Context: an optimization exercise on an open-source flow, tuned for a short achievable clock period and few clock cycles. The choices shown serve that exercise and are no tape-out recipe. Power figures rest on the tool's default switching activity, not on a simulated workload.

== run C ==
// Mips
module Mips(
	input clk,
	input rst,
	output[31:0] imem_addr,
	input[31:0] imem_data,
	output[17:0] SRAM_ADDR,
	output[15:0] SRAM_WDATA,
	input[15:0] SRAM_RDATA,
	output SRAM_WE_N
);
Size: roughly 4,200 flip-flops, about 200,000 um2 of cells after synthesis.
Settings: LEC_CHECK=0, CAP_MARGIN=20, CORE_MARGIN=2, CORE_UTILIZATION=40, SLEW_MARGIN=40; clock period 15.0 ns.
standard.sh (not shown) runs the stock make flow with config.mk's settings and CLKGATE_MAP_FILE= SYNTH_SCRIPT=/design/flow/synth_recipe.tcl, a recipe that flattens the netlist after the stock synthesis.
==> flow/flow/run.sh <==
#!/bin/bash
# Standard ORFS layout (the standard.sh), with timing repair aimed well
# below the 15 ns clock: repair_timing keeps working until the setup slack
# reaches SETUP_SLACK_MARGIN (10.8 ns below the 15 ns clock).
export SETUP_SLACK_MARGIN=10.8
bash standard.sh > standard.log 2>&1
No crash in run C: every stage finished, but the layout fails its final checks due to max-capacitance violations, max-slew violations.
For run E, these inputs were changed with respect to run C:
--- a/flow/design.v
+++ b/flow/design.v
@@ -130,31 +130,25 @@
 wire [31:0] rfA_S = bWA_S ? dataW : bW2A_S ? dataW2 : opA_S;
 wire [31:0] rfB_S = bWB_S ? dataW : bW2B_S ? dataW2 : opB_S;
 wire [31:0] rdA_N = (rsN != 5'd0 && rfv[rsN]) ? rf[rsN] : 32'd0;
 wire [31:0] rdB_N = (rtN != 5'd0 && rfv[rtN]) ? rf[rtN] : 32'd0;
 wire bW2A_N = weW && destW == rsN && rsN != 5'd0;
 wire bW2B_N = weW && destW == rtN && rtN != 5'd0;
 wire [5:0] opF = imem_data[31:26];
 wire isBezF = (opF == 6'd40);
 wire isBneF = (opF == 6'd41);
 wire stTakenF = imem_data[15] || (isBezF && rsN == 5'd0) || (isBneF && rsN != rtN);
 wire rdF_fire = v2 && !pt2 && ((opF == 6'd42) ||
                 ((isBezF || isBneF) && stTakenF && !bh2 && imem_data[15:0] != 16'd0));
-wire [16:0] tgtF_lo = {1'b0, seq2[17:2]} + {1'b0, imem_data[15:0]};
-wire [13:0] upF = seq2[31:18];
-wire [13:0] upF_p1 = upF + 14'd1;
-wire [13:0] upF_m1 = upF - 14'd1;
-wire [13:0] tgtF_hi = (tgtF_lo[16] && !imem_data[15]) ? upF_p1 :
-                      (!tgtF_lo[16] && imem_data[15]) ? upF_m1 : upF;
-wire [31:0] tgtF = {tgtF_hi, tgtF_lo[15:0], 2'b00};
+wire [31:0] tgtF = seq2 + {{14{imem_data[15]}}, imem_data[15:0], 2'b00};
 wire ptF = pt2 || rdF_fire;
 wire [5:0] opD = irD[31:26];
 wire [4:0] rsD = irD[25:21];
 wire [4:0] rtD = irD[20:16];
 wire [4:0] rdD = irD[15:11];
 wire [31:0] sxD = {{16{irD[15]}}, irD[15:0]};
 wire isRD    = pdD[0];
 wire isAddiD = pdD[1];
 wire isSubiD = pdD[2];
 wire isLdD   = pdD[3];
 wire isStD   = pdD[4];
 wire isBezD  = pdD[5];
Notes after the runs:
- Total power of the final layout in run E vs run C: up about 0.64%
- Run C and run E ended up with nearly the same cell area after placement.
- Synthesized area per cell for run E: about 0.33% down relative to run C
- Higher number of antenna violations at the first check in global routing goes to run C over run E.
- As of run E, detailed-route wire length had fallen slightly compared to run C.
- Comparing first-pass GRT wire length for run C and run E, the bigger number came from run C.
- Transition time at the pin with the least slew margin (higher): run C
- Any difference in cell area after layout between run C and run E is small enough to ignore.
- In run E, the total of cells resized after clock tree synthesis came out 46 above the value in run C.
- Run E reached the end of the flow, and the finished layout is clean on the timing, design-rule and antenna checks.
- | post-route worst hold slack | run C vs run E | ≈ equal |
- Delta (run E minus run C): number of unique standard cell types used by synthesis went up by about 2%, number of antenna cells inserted went down 56%.
No run of this note included a check of the RTL's function; only the layout flow was run.


Setup of S:
Another version of the RTL of Mips (not shown whole).
Size in the first run: roughly 14000 cells after synthesis, about 4300 flip-flops, roughly 120 I/O pins, ~0.20 mm2 of cells after synthesis.
Settings: LEC_CHECK=0, CAP_MARGIN=20, CORE_MARGIN=2, CORE_UTILIZATION=40, SLEW_MARGIN=40; clock period 15.0 ns.
==> flow/flow/run.sh <==
#!/bin/bash
# Standard ORFS layout (the standard.sh), with timing repair aimed well
# below the 15 ns clock: repair_timing keeps working until the setup slack
# reaches SETUP_SLACK_MARGIN (10.6 ns below the 15 ns clock).
export SETUP_SLACK_MARGIN=10.6
bash standard.sh > standard.log 2>&1
[inputs] R vs S
-- flow/design.v --
<<< S, line 316
wire mispD = resD && (takenD != ptD);
assign spec_go = vD && isLdD && !hazD && advE && !p_hi && !p_new;
wire s_mD = mispD;
wire s_mE = mispE;
wire s_rD = rdD_fire && !mispE;
wire s_rF = rdF_fire && !mispE && !mispD && !rdD_fire;
wire s_nx = fetch_ok && !mispE && !mispD && !rdD_fire && !rdF_fire;
wire s_hd = !(s_mD || s_mE || s_rD || s_rF || s_nx);
wire [31:0] pcf_n = ({32{s_mD}} & (ptD ? seqD : tgtD)) | ({32{s_mE}} & redirE) |
                    ({32{s_rD}} & tgtD) | ({32{s_rF}} & tgtF) |
                    ({32{s_nx}} & npc) | ({32{s_hd}} & pcf);
integer i;
always @(posedge clk)
>>> R, line 316
wire mispD = resD && (takenD != ptD);
assign spec_go = vD && isLdD && !hazD && advE && !p_hi && !p_new;
wire [31:0] pcf_n = mispD ? (ptD ? seqD : tgtD) :
                    mispE ? redirE : rdD_fire ? tgtD : rdF_fire ? tgtF : fetch_ok ? npc : pcf;
integer i;
always @(posedge clk)
<<< S, line 637
		sb_n <= {(SBB+1){1'b0}};
		sb_ph <= 1'b0;
	end else begin
		if (sb_enq) sb_t <= sb_t + 1'b1;
>>> R, line 630
		sb_n <= {(SBB+1){1'b0}};
		sb_ph <= 1'b0;
		swe_n <= 1'b1;
		sa <= 18'd0;
	end else begin
		if (sb_enq) sb_t <= sb_t + 1'b1;
<<< S, line 642
		sb_n <= sb_n + {{SBB{1'b0}}, sb_enq} - {{SBB{1'b0}}, sb_deq};
		if (sb_go) sb_ph <= ~sb_ph;
	end
end
always @(posedge clk) begin
	swe_n <= rst || !sb_go;
	sa <= p_hi ? {1'b0, lbW, 1'b1} :
	      p_new ? {1'b0, wE, specE} :
	      spec_go ? {1'b0, wD, 1'b0} :
	      sb_go ? {1'b0, sb_a[sb_h], sb_ph} :
	      pf_lo_go ? {1'b0, pfW, 1'b0} : {1'b0, pfFA, 1'b1};
end
always @(posedge clk) begin
>>> R, line 637
		sb_n <= sb_n + {{SBB{1'b0}}, sb_enq} - {{SBB{1'b0}}, sb_deq};
		if (sb_go) sb_ph <= ~sb_ph;
		swe_n <= !sb_go;
		if (p_hi) sa <= {1'b0, lbW, 1'b1};
		else if (p_new) sa <= {1'b0, wE, specE};
		else if (spec_go) sa <= {1'b0, wD, 1'b0};
		else if (sb_go) sa <= {1'b0, sb_a[sb_h], sb_ph};
		else if (pf_lo_go) sa <= {1'b0, pfW, 1'b0};
		else if (pf_hi_go) sa <= {1'b0, pfFA, 1'b1};
	end
end
always @(posedge clk) begin
## What came out
Relative to S, R degrades wire length of the first global-routing pass.
The hold slack of R was inferior to that of S.
| final critical delay including setup and external delays | higher: S |
Count of cells along the worst register-to-register path is higher on S
The setup slack in R sits 590 ps above the value recorded for S.
As far as buffer levels on the longest clock path goes, R and S are indistinguishable; the numbers are identical.
Cmp R and S / met3 layer wire length in the routed design / lower: S
Of R and S, the run reporting the lower post-synthesis sequential area ratio was R.
The global routing usage on met3 of R exceeds that of S by 0.50 points.
No run of this note included a check of the RTL's function; only the layout flow was run.


Another version of the RTL of Mips (not shown whole).
Size in the first run: roughly 14000 cells after synthesis, about 120 I/O pins, about 200000 µm² of cells after synthesis.
Settings: LEC_CHECK=0, CAP_MARGIN=20, CORE_MARGIN=2, CORE_UTILIZATION=40, SLEW_MARGIN=40; clock period 15.0 ns.
Scripts as last shown in full above: flow/flow/run.sh
Change:
--- a/flow/design.v
+++ b/flow/design.v
@@ -21,13 +21,13 @@
 reg [29:0] btb_tgt [0:15];
 reg [2:0]  btb_ctr [0:15];
 reg [7:0]  btb_dif [0:15];
 reg [15:0] btb_xn;
 reg        v2;
 reg [31:0] pc2, seq2;
-reg [23:0] seq2_p1, seq2_m1;    
+reg [21:0] seq2_p1, seq2_m1;    
 reg        bh2, pt2;
 reg [2:0]  bc2;
 reg        vS;
 reg [31:0] irS, pcS, seqS;
 reg [9:0]  pdS;
 reg [31:0] opA_S, opB_S;
@@ -139,23 +139,23 @@
 wire bW2A_N = weW && destW == rsN && rsN != 5'd0;
 wire bW2B_N = weW && destW == rtN && rtN != 5'd0;
 wire [5:0] opF = imem_data[31:26];
 wire isBezF = (opF == 6'd40);
 wire isBneF = (opF == 6'd41);
 wire stTakenF = imem_data[15] || (isBezF && rsN == 5'd0) || (isBneF && rsN != rtN);
-wire shortF = (imem_data[15:5] == 11'h000) || (imem_data[15:5] == 11'h7FF);
-wire nzShortF = (|imem_data[5:0]) || imem_data[15];
+wire shortF = (imem_data[15:7] == 9'h000) || (imem_data[15:7] == 9'h1FF);
+wire nzShortF = (|imem_data[7:0]) || imem_data[15];
 wire rdF_fire = v2 && !pt2 && shortF && ((opF == 6'd42) ||
                 ((isBezF || isBneF) && stTakenF && !bh2 && nzShortF));
-wire [6:0]  tgtF_lo = {1'b0, seq2[7:2]} + {1'b0, imem_data[5:0]};
-wire [23:0] upF = seq2[31:8];
-wire [23:0] upF_p1 = seq2_p1;
-wire [23:0] upF_m1 = seq2_m1;
-wire [23:0] tgtF_hi = (tgtF_lo[6] && !imem_data[15]) ? upF_p1 :
-                      (!tgtF_lo[6] && imem_data[15]) ? upF_m1 : upF;
-wire [31:0] tgtF = {tgtF_hi, tgtF_lo[5:0], 2'b00};
+wire [8:0]  tgtF_lo = {1'b0, seq2[9:2]} + {1'b0, imem_data[7:0]};
+wire [21:0] upF = seq2[31:10];
+wire [21:0] upF_p1 = seq2_p1;
+wire [21:0] upF_m1 = seq2_m1;
+wire [21:0] tgtF_hi = (tgtF_lo[8] && !imem_data[15]) ? upF_p1 :
+                      (!tgtF_lo[8] && imem_data[15]) ? upF_m1 : upF;
+wire [31:0] tgtF = {tgtF_hi, tgtF_lo[7:0], 2'b00};
 wire ptF = pt2 || rdF_fire;
 wire [5:0] opD = irD[31:26];
 wire [4:0] rsD = irD[25:21];
 wire [4:0] rtD = irD[20:16];
 wire [4:0] rdD = irD[15:11];
 wire [31:0] sxD = {{16{irD[15]}}, irD[15:0]};
@@ -373,14 +373,14 @@
 end
 always @(posedge clk) begin
 	mrdTgt <= ptD ? seqD : tgtD;
 	if (fetch_ok) begin
 		pc2 <= pcf;
 		seq2 <= pcf4;
-		seq2_p1 <= pcf4[31:8] + 24'd1;
-		seq2_m1 <= pcf4[31:8] - 24'd1;
+		seq2_p1 <= pcf4[31:10] + 22'd1;
+		seq2_m1 <= pcf4[31:10] - 22'd1;
 		bh2 <= bhit;
 		bc2 <= bctr;
 		pt2 <= bpt;
 	end
 	opA_F <= rdA_N;
 	opB_F <= rdB_N;
Core utilization came out higher by 0.11 points.
Hold slack is worse by 0.053 ns.
Total power goes down by 24%.
Worst setup slack gets better by 0.0050 ns.
Via count went up by 0.60%.
Global-route usage goes up by 0.30 points.
Wire length rises by 1.8%.
Register-to-register slack got worse by 0.06 ns.
Cell area rises by 0.42%.
No run of this note included a check of the RTL's function; only the layout flow was run.

==> what the ideal ports hide <==
No port has a modelled driver above. Below, the same layouts with a new extraction and two added sets of constraints.
Step 1 assumes that a clkbuf_16 drives the clock port and a buf_2 every other input.
Step 2 adds t to the input delays and takes it off the output delays; t is the mean of the earliest and latest rising clock arrival at the registers after step 1. Input paths then give back, and output paths get back, about the clock's delay inside the block.
a / b / c = ideal / step 1 / step 2; a / b = the first two.
run	shift t [ns]	slack for setup (ns)	worst hold slack (ns)	worst setup path at the end	pins driven straight from the clock port
run C	1.133	10.142 / 10.022 / 8.889	0.336 / 0.336 / 0.336	input to register	1
run E	1.108	10.090 / 9.964 / 8.856	0.334 / 0.334 / 0.334	input to register	1
S	1.168	9.547 / 9.621 / 8.453	0.337 / 0.337 / 0.337	input to register	1
R	1.163	10.140 / 10.015 / 9.156	0.319 / 0.319 / 0.319	input to register	1
the first run of note 3	1.137	10.364 / 10.242 / 9.157	0.341 / 0.341 / 0.341	input to register	1
the second run of note 3	1.145	10.369 / 10.301 / 9.213	0.288 / 0.288 / 0.288	input to register	1
The setup slack of run C, which loses most, moves by -0.120 ns with the drivers and by -1.253 ns with both steps.
